Background: an optimization exercise with open tools, aiming at small area. Do not read the settings as production practice. The RTL was checked by simulation tests, not by an equivalence proof against the original design. Power is estimated from default activity; no workload was simulated.

## maple
// comp_cic
module comp_cic
#(  parameter Win=16,
    parameter Wcoef = 18,
    parameter Wout = 18,
    parameter Num_coef=17)
(input  signed [Win-1:0] id_data_filter,
 input ic_val_data,
 input ic_rst,
 input  clk,
 output signed [Wout-1:0] od_data_filter,
 output oc_val_data);
logic [1:0] ph;           
logic [1:0] qc;           
logic run, tail, pend, vld;
logic idle;               
logic fresh;              
logic [15:0] xin;         
logic [255:0] ring;       
logic [7:0] cr;           
logic [18:0] acc;
wire start = (ic_val_data | pend) & (ph == 2'd3);
wire j15   = (qc == 2'd3) & (ph == 2'd3);
wire l15   = run & j15;
wire first = run & (qc == 2'd0) & (ph == 2'd0);
wire inbit = xin[{qc, ph}];
wire rd = run & ~fresh;
wire zb = run & fresh & j15;    
logic [16:0] tap;
always_comb begin
    tap[0] = inbit & run;
    for (int w = 1; w <= 16; w++)
        tap[w] = (ring[(w-1)*16] & rd) | zb;
end
logic [7:0] tp, crn;
always_comb begin
    for (int k = 0; k < 8; k++) begin
        logic a, b, c;
        a = tap[k];
        b = tap[16-k];
        c = cr[k];
        tp[k] = a ^ b ^ c;
        crn[k] = (a & b) | (a & c) | (b & c);
    end
end
wire [8:0] t = {tap[8], tp};
logic [18:0] rin, rn;
assign rin = first ? 19'd490410 : acc;
comp_cic_mac tree (.t(t), .rin(rin), .rn(rn));
always_ff @(posedge clk) begin
    cr  <= crn;
    acc <= rn;
    if (ic_val_data) xin <= {~id_data_filter[15], id_data_filter[14:0]};
    for (int w = 1; w <= 16; w++)
        for (int q = 0; q < 4; q++) begin
            ring[(w-1)*16 + q*4 +: 3] <= ring[(w-1)*16 + q*4 + 1 +: 3];
            if (q < 3)
                ring[(w-1)*16 + q*4 + 3] <= (run & ring[(w-1)*16 + q*4 + 4])
                                          | (idle & ring[(w-1)*16 + q*4]);
            else
                ring[(w-1)*16 + q*4 + 3] <= tap[w-1] | (idle & ring[(w-1)*16 + q*4]);
        end
end
always_ff @(posedge clk) begin
    if (ic_rst) begin
  ...
clock: 10.0 ns
lec_check: 0
cap_margin: 20
core_margin: 2
core_utilization: 65
place_density: 0.75
slew_margin: 20
synth_memory_max_bits: 4096
standard.sh (not shown) runs the stock make flow with config.mk's settings and CLKGATE_MAP_FILE= SYNTH_SCRIPT=/design/flow/synth_recipe.tcl, a recipe that flattens the netlist after the stock synthesis.
==> flow/flow/run.sh <==
#!/bin/bash
# The standard layout (standard.sh) with these changes:
# - after the standard synthesis, flow/invpol.py rewrites the netlist to
#   remove inverters between full adders and to replace adders with an
#   unused output by a smaller gate (it only re-polarises full adders,
#   rebuilds inverters and swaps those adders; registers are untouched);
# - the clock tree has clkbuf_4 cells driving clusters of up to 11 registers
#   and clkbuf_8 cells above them, without dummy loads;
# - the port buffers are buf_1 cells.
set -euo pipefail
export CTS_ARGS="-sink_clustering_enable -repair_clock_nets -dont_use_dummy_load -buf_list {sky130_fd_sc_hd__clkbuf_4 sky130_fd_sc_hd__clkbuf_8} -root_buf sky130_fd_sc_hd__clkbuf_8 -sink_clustering_buffer sky130_fd_sc_hd__clkbuf_4 -sink_clustering_size 11 -sink_clustering_max_diameter 40"
export BUFFER_PORTS_ARGS="-buffer_cell sky130_fd_sc_hd__buf_1"
bash standard.sh synth > standard_synth.log 2>&1
NET=orfs/results/$FLOW_PLATFORM/comp_cic/base/1_2_yosys.v
cp "$NET" 1_2_yosys.before_invpol.v
python3 flow/invpol.py "$NET" > invpol.log 2>&1
rm -f orfs/results/$FLOW_PLATFORM/comp_cic/base/1_synth.odb orfs/results/$FLOW_PLATFORM/comp_cic/base/1_synth.sdc
bash standard.sh > standard_flow.log 2>&1
Other scripts of this flow, unchanged in this note and not shown: flow/flow/invpol.py
Changes in cedar relative to maple:
diff --git a/flow/flow/run.sh b/flow/flow/run.sh
--- a/flow/flow/run.sh
+++ b/flow/flow/run.sh
@@ -6,7 +6,7 @@
 #   rebuilds inverters and swaps those adders; registers are untouched);
-# - the clock tree has clkbuf_4 cells driving clusters of up to 11 registers
-#   and clkbuf_8 cells above them, without dummy loads;
+# - the clock tree is built from clkbuf_8 cells, in clusters of up to 16
+#   registers, without dummy loads;
 # - the port buffers are buf_1 cells.
 set -euo pipefail
-export CTS_ARGS="-sink_clustering_enable -repair_clock_nets -dont_use_dummy_load -buf_list {sky130_fd_sc_hd__clkbuf_4 sky130_fd_sc_hd__clkbuf_8} -root_buf sky130_fd_sc_hd__clkbuf_8 -sink_clustering_buffer sky130_fd_sc_hd__clkbuf_4 -sink_clustering_size 11 -sink_clustering_max_diameter 40"
+export CTS_ARGS="-sink_clustering_enable -repair_clock_nets -dont_use_dummy_load -buf_list sky130_fd_sc_hd__clkbuf_8 -sink_clustering_size 16 -sink_clustering_max_diameter 60"
 export BUFFER_PORTS_ARGS="-buffer_cell sky130_fd_sc_hd__buf_1"
diff --git a/flow/config.mk b/flow/config.mk
--- a/flow/config.mk
+++ b/flow/config.mk
@@ -9,4 +9,3 @@
 export CORE_MARGIN = 2
-export CORE_UTILIZATION = 65
-export PLACE_DENSITY = 0.75
+export CORE_UTILIZATION = 40
 export SLEW_MARGIN = 20
## What came out
- Compared with maple, cedar ends up with more cell area.
- cedar reports a lower remaining max-slew budget at the tightest pin than maple does.
- | sequential share of layout area | cedar vs maple | 1.2 points lower |
- Taking maple as the reference, in cedar count of inverters other than clock inverters in the layout held steady; die area grew by 60%.
The following lists how tundra was set up differently from cedar:
diff --git a/flow/flow/run.sh b/flow/flow/run.sh
--- a/flow/flow/run.sh
+++ b/flow/flow/run.sh
@@ -6,7 +6,7 @@
 #   rebuilds inverters and swaps those adders; registers are untouched);
-# - the clock tree is built from clkbuf_8 cells, in clusters of up to 16
-#   registers, without dummy loads;
+# - the clock tree has clkbuf_4 cells driving clusters of up to 11 registers
+#   and clkbuf_8 cells above them, without dummy loads;
 # - the port buffers are buf_1 cells.
 set -euo pipefail
-export CTS_ARGS="-sink_clustering_enable -repair_clock_nets -dont_use_dummy_load -buf_list sky130_fd_sc_hd__clkbuf_8 -sink_clustering_size 16 -sink_clustering_max_diameter 60"
+export CTS_ARGS="-sink_clustering_enable -repair_clock_nets -dont_use_dummy_load -buf_list {sky130_fd_sc_hd__clkbuf_4 sky130_fd_sc_hd__clkbuf_8} -root_buf sky130_fd_sc_hd__clkbuf_8 -sink_clustering_buffer sky130_fd_sc_hd__clkbuf_4 -sink_clustering_size 11 -sink_clustering_max_diameter 40"
 export BUFFER_PORTS_ARGS="-buffer_cell sky130_fd_sc_hd__buf_1"
diff --git a/flow/config.mk b/flow/config.mk
--- a/flow/config.mk
+++ b/flow/config.mk
@@ -9,3 +9,4 @@
 export CORE_MARGIN = 2
-export CORE_UTILIZATION = 40
+export CORE_UTILIZATION = 70
+export PLACE_DENSITY = 0.8
 export SLEW_MARGIN = 20
[summary]
Delta(met3 global-route usage, tundra - cedar) > 0
Going from cedar to tundra, largest voltage drop on the vdd net grew by more than half.
Of cedar and tundra, the higher power in combinational cells belongs to tundra.
Inputs modified between tundra and fjord:
diff --git a/flow/flow/run.sh b/flow/flow/run.sh
--- a/flow/flow/run.sh
+++ b/flow/flow/run.sh
@@ -6,7 +6,7 @@
 #   rebuilds inverters and swaps those adders; registers are untouched);
-# - the clock tree has clkbuf_4 cells driving clusters of up to 11 registers
+# - the clock tree has clkbuf_4 cells driving clusters of up to 12 registers
 #   and clkbuf_8 cells above them, without dummy loads;
-# - the port buffers are buf_1 cells.
+# - the port buffers are buf_1 cells;
 set -euo pipefail
-export CTS_ARGS="-sink_clustering_enable -repair_clock_nets -dont_use_dummy_load -buf_list {sky130_fd_sc_hd__clkbuf_4 sky130_fd_sc_hd__clkbuf_8} -root_buf sky130_fd_sc_hd__clkbuf_8 -sink_clustering_buffer sky130_fd_sc_hd__clkbuf_4 -sink_clustering_size 11 -sink_clustering_max_diameter 40"
+export CTS_ARGS="-sink_clustering_enable -repair_clock_nets -dont_use_dummy_load -buf_list {sky130_fd_sc_hd__clkbuf_4 sky130_fd_sc_hd__clkbuf_8} -root_buf sky130_fd_sc_hd__clkbuf_8 -sink_clustering_buffer sky130_fd_sc_hd__clkbuf_4 -sink_clustering_size 12 -sink_clustering_max_diameter 50"
 export BUFFER_PORTS_ARGS="-buffer_cell sky130_fd_sc_hd__buf_1"
diff --git a/flow/config.mk b/flow/config.mk
--- a/flow/config.mk
+++ b/flow/config.mk
@@ -9,4 +9,4 @@
 export CORE_MARGIN = 2
-export CORE_UTILIZATION = 70
-export PLACE_DENSITY = 0.8
+export CORE_UTILIZATION = 65
+export PLACE_DENSITY = 0.75
 export SLEW_MARGIN = 20
### Flow results
tundra → fjord: via density per instance lost 1.6%; total length of routed met2 wires lost 400 um; clock-buffer cell count lost 6; area of all placed cells without fillers lost about 0.32%.
tundra → fjord: share of power burned in combinational logic held steady, peak per-stage delay on the critical path fell by 0.04 ns, setup slack picked up an extra 0.17 ns, total track usage has decreased.
met3 routing resource usage after global routing came out lower on fjord than on tundra.
What pepper does differently from fjord at the input level:
diff --git a/flow/flow/run.sh b/flow/flow/run.sh
--- a/flow/flow/run.sh
+++ b/flow/flow/run.sh
@@ -8,3 +8,3 @@
 #   and clkbuf_8 cells above them, without dummy loads;
-# - the port buffers are buf_1 cells;
+# - the port buffers are buf_1 cells.
 set -euo pipefail
diff --git a/flow/config.mk b/flow/config.mk
--- a/flow/config.mk
+++ b/flow/config.mk
@@ -9,4 +9,3 @@
 export CORE_MARGIN = 2
-export CORE_UTILIZATION = 65
-export PLACE_DENSITY = 0.75
+export CORE_UTILIZATION = 40
 export SLEW_MARGIN = 20
Results
Between pepper and fjord, the net load switching power figures differ only marginally. Per the comparison of pepper with fjord, post-layout utilization of the core lost 27 points, leakage power total level, share of the clock period used by the worst path after layout increased 0.78 points.


run A:
comp_cic, a different RTL version from the one above (not shown whole).
Size: ~38 I/O pins, ~0.0090 sq mm of cells after synthesis.
Settings: LEC_CHECK=0, CAP_MARGIN=20, CORE_MARGIN=2, CORE_UTILIZATION=40, GPL_TIMING_DRIVEN=0, SLEW_MARGIN=20, SYNTH_MEMORY_MAX_BITS=4096; clock period 10.0 ns.
==> flow/flow/run.sh <==
#!/bin/bash
# The standard layout (standard.sh) with these changes:
# - after the standard synthesis, flow/invpol.py rewrites the netlist to
#   remove inverters between full adders and to replace adders with an
#   unused output by a smaller gate (it only re-polarises full adders,
#   rebuilds inverters and swaps those adders; registers are untouched);
# - the clock tree has clkbuf_4 cells driving clusters of up to 12 registers
#   and clkbuf_8 cells above them, without dummy loads;
# - the port buffers are buf_1 cells.
set -euo pipefail
export CTS_ARGS="-sink_clustering_enable -repair_clock_nets -dont_use_dummy_load -buf_list {sky130_fd_sc_hd__clkbuf_4 sky130_fd_sc_hd__clkbuf_8} -root_buf sky130_fd_sc_hd__clkbuf_8 -sink_clustering_buffer sky130_fd_sc_hd__clkbuf_4 -sink_clustering_size 12 -sink_clustering_max_diameter 50"
export BUFFER_PORTS_ARGS="-buffer_cell sky130_fd_sc_hd__buf_1"
bash standard.sh synth > standard_synth.log 2>&1
NET=orfs/results/$FLOW_PLATFORM/comp_cic/base/1_2_yosys.v
cp "$NET" 1_2_yosys.before_invpol.v
python3 flow/invpol.py "$NET" > invpol.log 2>&1
rm -f orfs/results/$FLOW_PLATFORM/comp_cic/base/1_synth.odb orfs/results/$FLOW_PLATFORM/comp_cic/base/1_synth.sdc
bash standard.sh > standard_flow.log 2>&1
Other scripts of this flow, unchanged in this note and not shown: flow/flow/invpol.py
Run A did not stop at any stage, and its layout met the timing, design-rule and antenna checks.
The inputs of run B differ from those of run A as listed below.
diff --git a/flow/config.mk b/flow/config.mk
--- a/flow/config.mk
+++ b/flow/config.mk
@@ -11 +10,0 @@
-export GPL_TIMING_DRIVEN = 0
Findings:
Compared to run A, the routing of run B uses more wire.
[compare] base=run A new=run B: final net count now smaller; total power after layout went down; first-pass GRT wire length saw a decrease.
In the reports for run B and run A, the smaller number of iterations in the first detailed-routing pass belongs to run B.
> inputs changed (run B -> run C)
==> flow/flow/run.sh <==
#!/bin/bash
# The standard layout (standard.sh) with these changes:
# - after the standard synthesis, flow/invpol.py rewrites the netlist to
#   remove inverters between full adders (it only re-polarises full adders
#   and rebuilds inverters; registers are untouched);
# - the clock tree is built from clkbuf_8 cells in clusters of up to 16 sinks,
#   without dummy loads;
# - the port buffers are buf_1 cells.
set -euo pipefail
export CTS_ARGS="-sink_clustering_enable -repair_clock_nets -dont_use_dummy_load -buf_list sky130_fd_sc_hd__clkbuf_8 -sink_clustering_size 16 -sink_clustering_max_diameter 70"
export BUFFER_PORTS_ARGS="-buffer_cell sky130_fd_sc_hd__buf_1"
bash standard.sh synth > standard_synth.log 2>&1
NET=orfs/results/$FLOW_PLATFORM/comp_cic/base/1_2_yosys.v
cp "$NET" 1_2_yosys.before_invpol.v
python3 flow/invpol.py "$NET" > invpol.log 2>&1
rm -f orfs/results/$FLOW_PLATFORM/comp_cic/base/1_synth.odb orfs/results/$FLOW_PLATFORM/comp_cic/base/1_synth.sdc
bash standard.sh > standard_flow.log 2>&1
==> run summary <==
- Run C: full flow OK, the timing, design-rule and antenna checks passed
- Against run B, run C comes in 0.72 points higher on area growth from synthesis to layout.
- Between run B and run C, the global-route usage does not differ in any meaningful way.
- Relative to run B, the internal power measured on run C has increased by a few percent.
- [run C] proportion of power drawn by flip-flops and latches fell 1.4 points relative to run B
- Run B → run C: clock buffer count went down by about 26%; area of combinational cells with multiple inputs about even; clock skew down 0.0047 ns; sequential share of layout area fell 0.45 points.
- Density: run C denser than run B


== old ==
Another version of the RTL of comp_cic (not shown whole).
For scale: ~590 cells after synthesis, about 0.0091 mm² of cells after synthesis.
Settings: LEC_CHECK=0, CAP_MARGIN=20, CORE_MARGIN=2, CORE_UTILIZATION=40, SLEW_MARGIN=20, SYNTH_MEMORY_MAX_BITS=4096; clock period 10.0 ns.
==> flow/flow/run.sh <==
#!/bin/bash
# The standard layout (standard.sh) with these changes:
# - after the standard synthesis, flow/invpol.py rewrites the netlist to
#   remove inverters between full adders (it only re-polarises full adders
#   and rebuilds inverters; registers are untouched);
# - the clock tree is built from clkbuf_8 cells in clusters of up to 16 sinks,
#   without dummy loads;
# - the port buffers are buf_1 cells.
set -euo pipefail
export CTS_ARGS="-sink_clustering_enable -repair_clock_nets -dont_use_dummy_load -buf_list sky130_fd_sc_hd__clkbuf_8 -sink_clustering_size 20 -sink_clustering_max_diameter 40"
export BUFFER_PORTS_ARGS="-buffer_cell sky130_fd_sc_hd__buf_1"
bash standard.sh synth > standard_synth.log 2>&1
NET=orfs/results/$FLOW_PLATFORM/comp_cic/base/1_2_yosys.v
cp "$NET" 1_2_yosys.before_invpol.v
python3 flow/invpol.py "$NET" > invpol.log 2>&1
rm -f orfs/results/$FLOW_PLATFORM/comp_cic/base/1_synth.odb orfs/results/$FLOW_PLATFORM/comp_cic/base/1_synth.sdc
bash standard.sh > standard_flow.log 2>&1
Other scripts of this flow, unchanged in this note and not shown: flow/flow/invpol.py
The inputs of new differ from those of old as listed below.
--- a/flow/flow/run.sh
+++ b/flow/flow/run.sh
@@ -10 +10 @@
-export CTS_ARGS="-sink_clustering_enable -repair_clock_nets -dont_use_dummy_load -buf_list sky130_fd_sc_hd__clkbuf_8 -sink_clustering_size 20 -sink_clustering_max_diameter 40"
+export CTS_ARGS="-sink_clustering_enable -repair_clock_nets -dont_use_dummy_load -buf_list sky130_fd_sc_hd__clkbuf_8 -sink_clustering_size 20 -sink_clustering_max_diameter 50"
==> run summary <==
- Going from old to new, the worst clock skew was found to have gone down by 0.040 ns.
- Looking only at wire length on met2, and setting everything else aside, the lower value of new and old goes to new.
- Any difference in routing usage on met3 between new and old is small enough to ignore.
- new against old: upper clock frequency limit barely changed, final standard cell count with taps included and fillers excluded went down by 0.55%, latest clock arrival within the worst-skew pair shrank by 0.03 ns.
- Delta (new minus old): worst IR drop on VDD rose by 15%; proportion of layout cells with a drive suffix above 1 fell by 0.70 points; share of the clock period used by the worst path after layout fell by 0.19 points.
- In new, the final core area utilization came out 0.31 points below the value in old.
- The portion of the layout cell area used by non-clock buffers was comparable across new and old.

-- afterwards: timing with drivers on the ports --
The flow's constraints put no driver on any port. The routed layouts listed below were extracted and timed again, unchanged, in two steps. Step 1 assumes that a clkbuf_16 drives the clock port and a buf_2 every other input. Step 2 times the ports against the registers' clock, not the clock port: input delays grow and output delays shrink by t, the midpoint of the rising clock arrivals with the driver on. Slacks: ideal / step 1 / step 2; pairs: ideal / step 1.
| run | t, ns | slack for setup (ns) | worst setup path after step 2 | clock arrival spread, ns | slew at the worst register clock pin (ns) |
|---|---|---|---|---|---|
| maple | 0.525 | 0.739 / 0.739 / 0.739 | register to register | 0.053 / 0.054 | 0.11 / 0.11 |
| cedar | 0.562 | 0.733 / 0.733 / 0.733 | register to register | 0.048 / 0.048 | 0.10 / 0.10 |
| tundra | 0.512 | 0.601 / 0.601 / 0.601 | register to register | 0.064 / 0.064 | 0.11 / 0.11 |
| fjord | 0.550 | 0.775 / 0.775 / 0.775 | register to register | 0.058 / 0.059 | 0.12 / 0.12 |
| pepper | 0.568 | 0.697 / 0.697 / 0.697 | register to register | 0.055 / 0.055 | 0.13 / 0.13 |
| run A | 0.566 | 0.470 / 0.470 / 0.470 | register to register | 0.053 / 0.053 | 0.12 / 0.12 |
| run B | 0.550 | 0.649 / 0.649 / 0.649 | register to register | 0.051 / 0.051 | 0.12 / 0.12 |
| run C | 0.561 | 0.719 / 0.719 / 0.719 | register to register | 0.055 / 0.055 | 0.11 / 0.11 |
| old | 0.592 | 0.501 / 0.501 / 0.501 | register to register | 0.106 / 0.105 | 0.10 / 0.10 |
| new | 0.565 | 0.520 / 0.520 / 0.520 | register to register | 0.085 / 0.086 | 0.11 / 0.11 |
After both steps every run listed still meets setup and hold.
